From an optimization exercise on the open Yosys and OpenROAD flow, aimed at small area and a short achievable clock period; shortcuts taken in it are not production practice. At most, simulation tests tie the RTL to the original design; equivalence was not proved. Power is estimated from default activity; no workload was simulated.

## mul16
module mul16(
    input clk,
    input logic[15:0] a,
    input logic[15:0] b,
    output logic[31:0] r
);
For scale: roughly 820 cells after synthesis, about 8800 um^2 of cells after synthesis.
export LEC_CHECK = 0
export CAP_MARGIN = 20
export CORE_MARGIN = 2
export CORE_UTILIZATION = 35
export CTS_BUF_LIST = sky130_fd_sc_hd__clkbuf_8
export CTS_CLUSTER_SIZE = 12
export SETUP_SLACK_MARGIN = 1.0
export SLEW_MARGIN = 20
export SYNTH_HIERARCHICAL = 1
export SYNTH_MINIMUM_KEEP_SIZE = 0
create_clock -name core_clock -period 5.5 [get_ports {clk}]
standard.sh (not shown) runs the stock make flow with config.mk's settings and CLKGATE_MAP_FILE= SYNTH_SCRIPT=/design/flow/synth_recipe.tcl, a recipe that flattens the netlist after the stock synthesis.
==> flow/flow/run.sh <==
#!/bin/bash
set -uo pipefail
here=$(pwd)
export BUFFER_PORTS_ARGS="-buffer_cell sky130_fd_sc_hd__buf_4"
export PRE_RESIZE_TCL="$here/flow/outbuf.tcl"
bash standard.sh > standard.log 2>&1
==> flow/flow/outbuf.tcl <==
# Sourced by ORFS's resize.tcl before repair_design: the buffer that buffer_ports put on
# each output port becomes a sky130_fd_sc_hd__buf_1.
set n 0
foreach port [get_ports -filter "direction==output"] {
  set net [get_nets [get_full_name $port]]
  foreach pin [get_pins -of_objects $net -filter "direction==output"] {
    set inst [get_cells -of_objects $pin]
    if {[get_property $inst ref_name] eq "sky130_fd_sc_hd__buf_4"} {
      replace_cell $inst sky130_fd_sc_hd__buf_1
      incr n
    }
  }
}
puts "outbuf.tcl: $n output buffers made buf_1"
The first run ran to the end with no violations.
Then changed:
SETUP_SLACK_MARGIN = 2.15   (was 1.0)
=> Core utilization rose by 0.67 points; total power barely changes; clock power shrinks by 10%; routed wire length came out higher by 4.8%; setup slack is better by 0.25 ns; fmax climbs by 7.6%.
Then changed:
PLACE_DENSITY = 0.5   (was default)
SETUP_SLACK_MARGIN = 2.0   (was 2.15)
After rerunning: Setup slack gets worse by 0.012 ns; worst hold slack stays flat; global-route usage decreases by 0.38 points; wire length went down by 0.96%; power shrinks by about 1.2%.

mul16, a different RTL version from the one above (not shown whole).
Size: about 830 cells after synthesis, roughly 65 I/O pins, ~0.0090 mm^2 of cells after synthesis.
==> flow/config.mk <==
export PLATFORM = sky130hd
export DESIGN_NAME = mul16
export DESIGN_NICKNAME = mul16
export VERILOG_FILES = /design/flow/design.v
export SDC_FILE = /design/flow/constraint.sdc
export NUM_CORES = 4
export LEC_CHECK = 0
export CAP_MARGIN = 20
export CORE_MARGIN = 2
export CORE_UTILIZATION = 40
export CTS_BUF_LIST = sky130_fd_sc_hd__clkbuf_8
export CTS_CLUSTER_SIZE = 12
export SETUP_SLACK_MARGIN = 2.2
export SLEW_MARGIN = 20
export SYNTH_HIERARCHICAL = 1
export SYNTH_MINIMUM_KEEP_SIZE = 0
==> flow/constraint.sdc <==
create_clock -name core_clock -period 5.5 [get_ports {clk}]
set_input_delay 1.1000 -clock core_clock [delete_from_list [all_inputs] [get_ports {clk}]]
set_output_delay 1.1000 -clock core_clock [all_outputs]
set_load 0.01 [all_outputs]
==> flow/flow/run.sh <==
#!/bin/bash
# The standard layout (the standard.sh, standard synthesis unchanged), except that
# the port buffers are sky130_fd_sc_hd__buf_2 cells instead of the resizer's default pick
# (a clkdlybuf4s50_1 delay cell). Every input and output port still gets its buffer.
set -uo pipefail
export BUFFER_PORTS_ARGS="-buffer_cell sky130_fd_sc_hd__buf_2"
bash standard.sh > standard.log 2>&1
Rerun with:
Settings changed: SETUP_SLACK_MARGIN 2.2 to 2.0.
What happened: Worst hold slack hardly moves. Via count came out lower by 0.35%. Die area is unchanged. Wire length went down by about 3.8%. Final cell count hardly moves. Final area falls by about 2.7%. Combinational power decreases by about 4%. Maximum frequency went down by about 3%. Total power is lower by 3.5%. Global-route usage falls by 0.54 points. Non-clock buffer count goes down by 2.
No functional check of the RTL was part of any run of this note.

== run A ==
mul16, a different RTL version from the one above (not shown whole).
For scale: roughly 800 cells after synthesis, ~65 I/O pins, ~8800 µm² of cells after synthesis.
export LEC_CHECK = 0
export CAP_MARGIN = 20
export CORE_MARGIN = 2
export CORE_UTILIZATION = 40
export CTS_BUF_LIST = sky130_fd_sc_hd__clkbuf_8
export CTS_CLUSTER_SIZE = 12
export SETUP_SLACK_MARGIN = 1.5
export SLEW_MARGIN = 20
export SYNTH_HIERARCHICAL = 1
export SYNTH_MINIMUM_KEEP_SIZE = 0
create_clock -name core_clock -period 5.5 [get_ports {clk}]
Scripts as last shown in full above: flow/flow/run.sh
Changes in run B relative to run A:
diff --git a/flow/config.mk b/flow/config.mk
--- a/flow/config.mk
+++ b/flow/config.mk
@@ -8,8 +8,8 @@
 export CAP_MARGIN = 20
 export CORE_MARGIN = 2
-export CORE_UTILIZATION = 40
+export CORE_UTILIZATION = 75
 export CTS_BUF_LIST = sky130_fd_sc_hd__clkbuf_8
 export CTS_CLUSTER_SIZE = 12
-export SETUP_SLACK_MARGIN = 1.5
+export SETUP_SLACK_MARGIN = 2.0
 export SLEW_MARGIN = 20
 export SYNTH_HIERARCHICAL = 1
### Flow results
- Summary: power consumption, run B worse than run A
- The run showing the greater worst path setup slack after routing is run B.
- Max fraction of standard cell area that is sequential across run B and run A: run B
- | via count | run B vs run A | about 8% higher |
- Higher number of setup buffers added after CTS among run B and run A: run B
#### Input delta (run C over run B)
diff --git a/flow/config.mk b/flow/config.mk
--- a/flow/config.mk
+++ b/flow/config.mk
@@ -8,8 +8,8 @@
 export CAP_MARGIN = 20
 export CORE_MARGIN = 2
-export CORE_UTILIZATION = 75
+export CORE_UTILIZATION = 40
 export CTS_BUF_LIST = sky130_fd_sc_hd__clkbuf_8
-export CTS_CLUSTER_SIZE = 12
-export SETUP_SLACK_MARGIN = 2.0
+export CTS_CLUSTER_SIZE = 10
+export SETUP_SLACK_MARGIN = 2.4
 export SLEW_MARGIN = 20
 export SYNTH_HIERARCHICAL = 1
--- outcome ---
- Final total power is lower on run B
- Against run B, run C reports a die area that is higher.
- Relative to run B, core outline area increased by 10000 µm² in run C.
Setup changes, run C to run D
diff --git a/flow/config.mk b/flow/config.mk
--- a/flow/config.mk
+++ b/flow/config.mk
@@ -8,8 +8,8 @@
 export CAP_MARGIN = 20
 export CORE_MARGIN = 2
-export CORE_UTILIZATION = 40
+export CORE_UTILIZATION = 60
 export CTS_BUF_LIST = sky130_fd_sc_hd__clkbuf_8
-export CTS_CLUSTER_SIZE = 10
-export SETUP_SLACK_MARGIN = 2.4
+export CTS_CLUSTER_SIZE = 12
+export SETUP_SLACK_MARGIN = 2.0
 export SLEW_MARGIN = 20
 export SYNTH_HIERARCHICAL = 1
Findings:
Diff run D..run C | sequential power | negligible
Between run C and run D, the difference in clock latency on the worst-skew pair is negligible.
Final non-filler cell total (run D vs. run C) decreases by a little under 10%
Taking run C as the reference, in run D total number of nets in the final design was more or less identical; final worst slack went down by 0.048 ns; initial standard-cell utilization of the core went up by 20 points; final worst-path cycle share went up by 0.86 points.
In run D the number of rows in the core area turned out 10 lower than in run C.
Changes in run E relative to run D:
==> flow/flow/run.sh <==
#!/bin/bash
set -uo pipefail
here=$(pwd)
export PRE_GLOBAL_PLACE_TCL="$here/flow/inbuf.tcl"
export BUFFER_PORTS_ARGS="-outputs -buffer_cell sky130_fd_sc_hd__buf_1"
bash standard.sh > standard.log 2>&1
==> flow/flow/inbuf.tcl (new file) <==
# Sourced by ORFS's global_place.tcl just before its buffer_ports call (which then buffers
# the outputs only): buffer the input ports with buf_4 cells.
buffer_ports -inputs -buffer_cell sky130_fd_sc_hd__buf_4
diff --git a/flow/config.mk b/flow/config.mk
--- a/flow/config.mk
+++ b/flow/config.mk
@@ -8,5 +8,5 @@
 export CAP_MARGIN = 20
 export CORE_MARGIN = 2
-export CORE_UTILIZATION = 60
+export CORE_UTILIZATION = 40
 export CTS_BUF_LIST = sky130_fd_sc_hd__clkbuf_8
 export CTS_CLUSTER_SIZE = 12
### Flow results
- On time the worst path needs with I/O delays and setup, run E and run D are neck and neck.
- Summary of run E over run D: total power went down 1.0%, area taken by multi-input logic gates level.
Changes in run F relative to run E:
==> flow/run.sh (new file) <==
#!/bin/bash
# synth_recipe.tcl (not shown) runs the flow's synth.tcl, then flattens the netlist and writes it again
# the make line also repeats each setting of config.mk as NAME=value (left out here)
make -C /OpenROAD-flow-scripts/flow DESIGN_CONFIG=/design/flow/config.mk WORK_HOME=/design/flow/orfs CLKGATE_MAP_FILE= SYNTH_SCRIPT=/design/flow/synth_recipe.tcl finish
diff --git a/flow/config.mk b/flow/config.mk
--- a/flow/config.mk
+++ b/flow/config.mk
@@ -9,6 +9,4 @@
 export CORE_MARGIN = 2
 export CORE_UTILIZATION = 40
-export CTS_BUF_LIST = sky130_fd_sc_hd__clkbuf_8
-export CTS_CLUSTER_SIZE = 12
 export SETUP_SLACK_MARGIN = 2.0
 export SLEW_MARGIN = 20
removed: flow/flow/run.sh
removed: flow/flow/inbuf.tcl
removed: flow/standard.sh
Notes after the runs:
- In run F, worst slack on hold paths is lower than in run E.
- Measured against run E, the combinational power of run F comes out at 1.06 times the reference value.
- Summary of the comparison: clock network fraction of design power is higher in run F, relative to run E.
- HPWL after detailed placement came out higher on run F than on run E.
- As of run F, total power had risen by a few percent compared to run E.
- Diff run E -> run F: maximum frequency now sits lower, number of inserted filler cells in the final layout now sits lower.
- Max worst setup slack across run F and run E: run E
- In the flow results for run F and run E, the maximum fanout encountered on the critical timing path is larger on run F.
- [diff] count of routing violations after the opening detailed-route iteration, run F relative to run E: regression

the previous run:
mul16, a different RTL version from the one above (not shown whole).
For scale: roughly 830 cells after synthesis, about 110 flip-flops, about 65 I/O pins, ~9200 µm² of cells after synthesis.
// mul16
module mul16(
    input clk,
    input logic[15:0] a,
    input logic[15:0] b,
    output logic[31:0] r
);
    wire pp0_0;
    wire pp0_1;
    wire pp0_2;
    wire pp0_3;
    wire pp0_4;
    wire pp0_5;
    wire pp0_6;
    wire pp0_7;
    wire pp0_8;
    wire pp0_9;
    wire pp0_10;
    wire pp0_11;
    wire pp0_12;
    wire pp0_13;
    wire pp0_14;
    wire pp0_15;
    wire pp1_0;
    wire pp1_1;
    wire pp1_2;
    wire pp1_3;
    wire pp1_4;
    wire pp1_5;
    wire pp1_6;
    wire pp1_7;
    wire pp1_8;
    wire pp1_9;
    wire pp1_10;
    wire pp1_11;
    wire pp1_12;
    wire pp1_13;
    wire pp1_14;
    wire pp1_15;
    wire pp2_0;
    wire pp2_1;
    wire pp2_2;
    wire pp2_3;
    wire pp2_4;
    wire pp2_5;
    wire pp2_6;
    wire pp2_7;
    wire pp2_8;
    wire pp2_9;
    wire pp2_10;
    wire pp2_11;
    wire pp2_12;
    wire pp2_13;
    wire pp2_14;
    wire pp2_15;
    wire pp3_0;
    wire pp3_1;
    wire pp3_2;
    wire pp3_3;
    wire pp3_4;
    wire pp3_5;
    wire pp3_6;
    wire pp3_7;
    wire pp3_8;
    wire pp3_9;
    wire pp3_10;
    wire pp3_11;
    wire pp3_12;
    wire pp3_13;
    wire pp3_14;
    wire pp3_15;
    wire pp4_0;
    wire pp4_1;
    wire pp4_2;
    wire pp4_3;
    wire pp4_4;
    wire pp4_5;
    wire pp4_6;
    wire pp4_7;
    wire pp4_8;
    wire pp4_9;
    wire pp4_10;
    wire pp4_11;
    wire pp4_12;
    wire pp4_13;
    wire pp4_14;
    wire pp4_15;
    wire pp5_0;
  ...
==> flow/config.mk <==
export PLATFORM = sky130hd
export DESIGN_NAME = mul16
export DESIGN_NICKNAME = mul16
export VERILOG_FILES = /design/flow/design.v
export SDC_FILE = /design/flow/constraint.sdc
export NUM_CORES = 4
export LEC_CHECK = 0
export CAP_MARGIN = 20
export CORE_MARGIN = 2
export CORE_UTILIZATION = 40
export SLEW_MARGIN = 20
export SYNTH_HIERARCHICAL = 1
export SYNTH_MINIMUM_KEEP_SIZE = 0
==> flow/constraint.sdc <==
create_clock -name core_clock -period 5.5 [get_ports {clk}]
set_input_delay 1.1000 -clock core_clock [delete_from_list [all_inputs] [get_ports {clk}]]
set_output_delay 1.1000 -clock core_clock [all_outputs]
set_load 0.01 [all_outputs]
run.sh (not shown) runs the stock make flow with config.mk's settings and CLKGATE_MAP_FILE= SYNTH_SCRIPT=/design/flow/synth_recipe.tcl, a recipe that flattens the netlist after the stock synthesis.
Stock flow here: none of the scripts above is used.
Edits applied to the flow inputs when going from the previous run to the current run:
- an added SETUP_SLACK_MARGIN of 2.0
## What came out
The current run ended with every stage complete and zero timing, DRC or antenna violations. Share of the final layout cell area in multi-input gates (lower): the previous run. Cell count up 8 in the current run wrt the previous run. Delay of the slowest cell on the worst path ends up higher on the previous run.

mul16, a different RTL version from the one above (not shown whole).
For scale: about 810 cells after synthesis, roughly 65 I/O pins.
clock: 5.5 ns
lec_check: 0
cap_margin: 20
core_margin: 2
core_utilization: 35
cts_buf_list: sky130_fd_sc_hd__clkbuf_8
cts_cluster_size: 12
setup_slack_margin: 2.0
slew_margin: 20
synth_hierarchical: 1
synth_minimum_keep_size: 0
standard.sh (not shown) runs the stock make flow with config.mk's settings and CLKGATE_MAP_FILE= SYNTH_SCRIPT=/design/flow/synth_recipe.tcl, a recipe that flattens the netlist after the stock synthesis.
==> flow/flow/run.sh <==
#!/bin/bash
set -uo pipefail
here=$(pwd)
export BUFFER_PORTS_ARGS="-buffer_cell sky130_fd_sc_hd__buf_4"
export PRE_RESIZE_TCL="$here/flow/outbuf.tcl"
bash standard.sh > standard.log 2>&1
Scripts as last shown in full above: flow/flow/outbuf.tcl
The baseline passed the timing, design-rule and antenna checks.
Change:
Settings changed: CORE_UTILIZATION 35 to 40, SETUP_SLACK_MARGIN 2.0 to 2.5.
The changed run finished with timing, DRC and antenna clean. Global-route usage rose by 1.8 points. Cell count hardly moves. Register-to-register slack gets better by 0.05 ns.
Change:
Settings changed: SETUP_SLACK_MARGIN 2.5 to 2.25.
What happened:
- routed wire length went down by a little under a tenth
- die area stays the same
- first-iteration DRC count went down by a few percent
- combinational power went down by a few percent
- final area went down by roughly a tenth
- count of clock-buffer cells in the layout went down by 1
- synthesized cell count stays the same
- sequential share of layout area went up by 2.4 points
- power went down by a few percent
- global-route usage went up by 0.11 points
- sequential power hardly moves

mul16 with an RTL version that a note above also has.
Size in the first run: about 65 I/O pins, roughly 8800 um2 of cells after synthesis.
==> flow/design.v (excerpt) <==
module mul16(
    input clk,
    input logic[15:0] a,
    input logic[15:0] b,
    output logic[31:0] r
);
    wire pp0_0;
    wire pp0_1;
    wire pp0_2;
    wire pp0_3;
    wire pp0_4;
    wire pp0_5;
    wire pp0_6;
    wire pp0_7;
    wire pp0_8;
    wire pp0_9;
    wire pp0_10;
    wire pp0_11;
    wire pp0_12;
    wire pp0_13;
    wire pp0_14;
    wire pp0_15;
    wire pp1_0;
    wire pp1_1;
    wire pp1_2;
    wire pp1_3;
    wire pp1_4;
    wire pp1_5;
    wire pp1_6;
    wire pp1_7;
    wire pp1_8;
    wire pp1_9;
    wire pp1_10;
    wire pp1_11;
    wire pp1_12;
    wire pp1_13;
    wire pp1_14;
    wire pp1_15;
    wire pp2_0;
    wire pp2_1;
    wire pp2_2;
    wire pp2_3;
    wire pp2_4;
    wire pp2_5;
    wire pp2_6;
    wire pp2_7;
    wire pp2_8;
    wire pp2_9;
    wire pp2_10;
    wire pp2_11;
    wire pp2_12;
    wire pp2_13;
    wire pp2_14;
    wire pp2_15;
    wire pp3_0;
    wire pp3_1;
    wire pp3_2;
    wire pp3_3;
    wire pp3_4;
    wire pp3_5;
    wire pp3_6;
    wire pp3_7;
    wire pp3_8;
    wire pp3_9;
    wire pp3_10;
    wire pp3_11;
    wire pp3_12;
    wire pp3_13;
    wire pp3_14;
    wire pp3_15;
    wire pp4_0;
    wire pp4_1;
    wire pp4_2;
    wire pp4_3;
    wire pp4_4;
    wire pp4_5;
    wire pp4_6;
    wire pp4_7;
    wire pp4_8;
    wire pp4_9;
    wire pp4_10;
    wire pp4_11;
    wire pp4_12;
    wire pp4_13;
    wire pp4_14;
    wire pp4_15;
    wire pp5_0;
    wire pp5_1;
    wire pp5_2;
    wire pp5_3;
    wire pp5_4;
    wire pp5_5;
    wire pp5_6;
    wire pp5_7;
    wire pp5_8;
    wire pp5_9;
    wire pp5_10;
    wire pp5_11;
    wire pp5_12;
    wire pp5_13;
    wire pp5_14;
    wire pp5_15;
    wire pp6_0;
    wire pp6_1;
    wire pp6_2;
    wire pp6_3;
    wire pp6_4;
    wire pp6_5;
    wire pp6_6;
    wire pp6_7;
    wire pp6_8;
    wire pp6_9;
    wire pp6_10;
    wire pp6_11;
    wire pp6_12;
    wire pp6_13;
    wire pp6_14;
    wire pp6_15;
    wire pp7_0;
    wire pp7_1;
    wire pp7_2;
    wire pp7_3;
    wire pp7_4;
    wire pp7_5;
    wire pp7_6;
    wire pp7_7;
    wire pp7_8;
    wire pp7_9;
    wire pp7_10;
    wire pp7_11;
    wire pp7_12;
    wire pp7_13;
  ...
==> flow/config.mk <==
export PLATFORM = sky130hd
export DESIGN_NAME = mul16
export DESIGN_NICKNAME = mul16
export VERILOG_FILES = /design/flow/design.v
export SDC_FILE = /design/flow/constraint.sdc
export NUM_CORES = 4
export LEC_CHECK = 0
export CAP_MARGIN = 20
export CORE_MARGIN = 2
export CORE_UTILIZATION = 40
export CTS_BUF_LIST = sky130_fd_sc_hd__clkbuf_8
export CTS_CLUSTER_SIZE = 12
export SETUP_SLACK_MARGIN = 2.0
export SLEW_MARGIN = 20
export SYNTH_HIERARCHICAL = 1
export SYNTH_MINIMUM_KEEP_SIZE = 0
==> flow/constraint.sdc <==
create_clock -name core_clock -period 5.5 [get_ports {clk}]
set_input_delay 1.1000 -clock core_clock [delete_from_list [all_inputs] [get_ports {clk}]]
set_output_delay 1.1000 -clock core_clock [all_outputs]
set_load 0.01 [all_outputs]
==> flow/flow/run.sh <==
#!/bin/bash
# The standard layout (the standard.sh, standard synthesis unchanged), except that
# the port buffers are sky130_fd_sc_hd__buf_2 cells instead of the resizer's default pick
# (a clkdlybuf4s50_1 delay cell). Every input and output port still gets its buffer.
set -uo pipefail
export BUFFER_PORTS_ARGS="-buffer_cell sky130_fd_sc_hd__buf_2"
bash standard.sh > standard.log 2>&1
The starting point ran to the end with no violations.
Change:
==> flow/flow/run.sh (replaced) <==
#!/bin/bash
# The standard layout (the standard.sh, standard synthesis unchanged), except that
# the port buffers are sky130_fd_sc_hd__buf_1 cells instead of the resizer's default pick
# (a clkdlybuf4s50_1 delay cell). Every input and output port still gets its buffer.
set -uo pipefail
export BUFFER_PORTS_ARGS="-buffer_cell sky130_fd_sc_hd__buf_1"
bash standard.sh > standard.log 2>&1
Settings changed: CTS_BUF_LIST sky130_fd_sc_hd__clkbuf_8 to not set, CTS_CLUSTER_SIZE 12 to not set.
Effect:
- non-clock buffer count increases by 7
- synthesized cell count does not change
- final area is higher slightly
- via count went up slightly
- total power grows by a few percent
- die area stays the same
- register-to-register slack gets worse by 0.03 ns
- global-route usage fell by 0.32 points
- routed wire length is higher slightly
Change:
==> flow/flow/run.sh (replaced) <==
#!/bin/bash
# The standard layout (the standard.sh, standard synthesis unchanged), except that
# the port buffers are sky130_fd_sc_hd__buf_2 cells instead of the resizer's default pick
# (a clkdlybuf4s50_1 delay cell). Every input and output port still gets its buffer.
set -uo pipefail
export BUFFER_PORTS_ARGS="-buffer_cell sky130_fd_sc_hd__buf_2"
bash standard.sh > standard.log 2>&1
Worst setup slack is better by 0.082 ns.
Synthesized area is unchanged.
Total power came out higher slightly.
Fmax came out higher by a few percent.
Synthesized cell count stays the same.
Cell area came out lower slightly.
Register-to-register slack is better by 0.05 ns.
Hold slack is better by 0.0037 ns.
Change:
Settings changed: CTS_BUF_LIST set to sky130_fd_sc_hd__clkbuf_4 sky130_fd_sc_hd__clkbuf_8, CTS_CLUSTER_SIZE set to 10.
After rerunning: Global-route usage is about the same. Routed wire length falls slightly. Hold slack improved by 0.011 ns. Non-clock buffer count stays the same. Sequential power stays flat. Critical path depth rises by 7. Design area falls slightly. Setup slack improved by 0.042 ns. Combinational power hardly moves. Utilization falls by 0.47 points. Sequential share of layout area rises by 0.25 points.
Change:
Settings changed: CTS_BUF_LIST sky130_fd_sc_hd__clkbuf_4 sky130_fd_sc_hd__clkbuf_8 to sky130_fd_sc_hd__clkbuf_8, SETUP_SLACK_MARGIN 2.0 to 2.2.
Final area increases by a few percent.
Wire length rose slightly.
Power rose by a few percent.
Via count grows by a few percent.
Core utilization rises by 1.1 points.
Change:
Settings changed: CTS_CLUSTER_SIZE 10 to 8, SETUP_SLACK_MARGIN 2.2 to 2.0.
=> The changed run completed without violations; final cell count does not change; final area is lower by about 2.5%; die area stays the same; area after synthesis does not change; flip-flop and latch count does not change; utilization is lower by 1.1 points; worst setup slack is worse by 0.0044 ns; count of clock-buffer cells in the layout is lower by 1.

==> separate check: timing with driven ports <==
Ports are ideal in the flow. The routed layouts listed here were re-timed in OpenROAD.
Step 1: set_driving_cell puts a clkbuf_16 on clk and a buf_2 on each other input, an assumption about the parent block.
Step 2 adds t to the input delays and takes it off the output delays; t is the mean of the earliest and latest rising clock arrival at the registers after step 1. Input paths then give back, and output paths get back, about the clock's delay inside the block.
Slacks: ideal ports / drivers / drivers and shift; pairs: ideal ports / drivers.
run | t, ns | setup slack, ns | hold slack, ns
the first run of note 1 | 0.421 | 1.981 / 1.983 / 1.562 | 0.363 / 0.363 / 0.363
the second run of note 1 | 0.422 | 2.231 / 2.246 / 1.823 | 0.369 / 0.369 / 0.369
the third run of note 1 | 0.425 | 2.219 / 2.233 / 1.808 | 0.366 / 0.366 / 0.366
the first run of note 2 | 0.424 | 2.254 / 2.275 / 1.851 | 0.365 / 0.365 / 0.365
the second run of note 2 | 0.428 | 2.156 / 2.156 / 1.784 | 0.363 / 0.363 / 0.363
run A | 0.439 | 1.744 / 1.744 / 1.744 | 0.363 / 0.363 / 0.363
run B | 0.423 | 1.950 / 1.950 / 1.778 | 0.370 / 0.370 / 0.370
run C | 0.438 | 2.208 / 2.208 / 2.034 | 0.367 / 0.367 / 0.367
run D | 0.435 | 2.161 / 2.161 / 1.752 | 0.368 / 0.368 / 0.368
run E | 0.432 | 2.162 / 2.162 / 1.774 | 0.369 / 0.369 / 0.369
run F | 0.403 | 2.033 / 2.052 / 1.649 | 0.365 / 0.365 / 0.365
the previous run | 0.398 | 1.403 / 1.424 / 1.026 | 0.358 / 0.358 / 0.358
the current run | 0.400 | 2.037 / 2.048 / 1.662 | 0.360 / 0.360 / 0.360
the first run of note 5 | 0.426 | 2.242 / 2.252 / 1.826 | 0.354 / 0.354 / 0.354
the second run of note 5 | 0.427 | 2.344 / 2.256 / 1.829 | 0.368 / 0.368 / 0.368
the third run of note 5 | 0.429 | 2.298 / 2.300 / 1.871 | 0.366 / 0.366 / 0.366
the first run of note 6 | 0.434 | 2.185 / 2.168 / 1.734 | 0.371 / 0.371 / 0.371
the second run of note 6 | 0.395 | 2.065 / 2.070 / 1.675 | 0.356 / 0.356 / 0.356
the third run of note 6 | 0.407 | 2.147 / 2.147 / 1.740 | 0.360 / 0.360 / 0.360
the fourth run of note 6 | 0.436 | 2.189 / 2.170 / 1.734 | 0.371 / 0.371 / 0.371
the fifth run of note 6 | 0.442 | 2.189 / 2.189 / 1.875 | 0.367 / 0.367 / 0.367
the sixth run of note 6 | 0.434 | 2.185 / 2.168 / 1.734 | 0.371 / 0.371 / 0.371
After both steps every run listed still meets setup and hold. The setup slack of the second run of note 5, which loses most, moves by -0.088 ns with the drivers and by -0.515 ns with both steps.
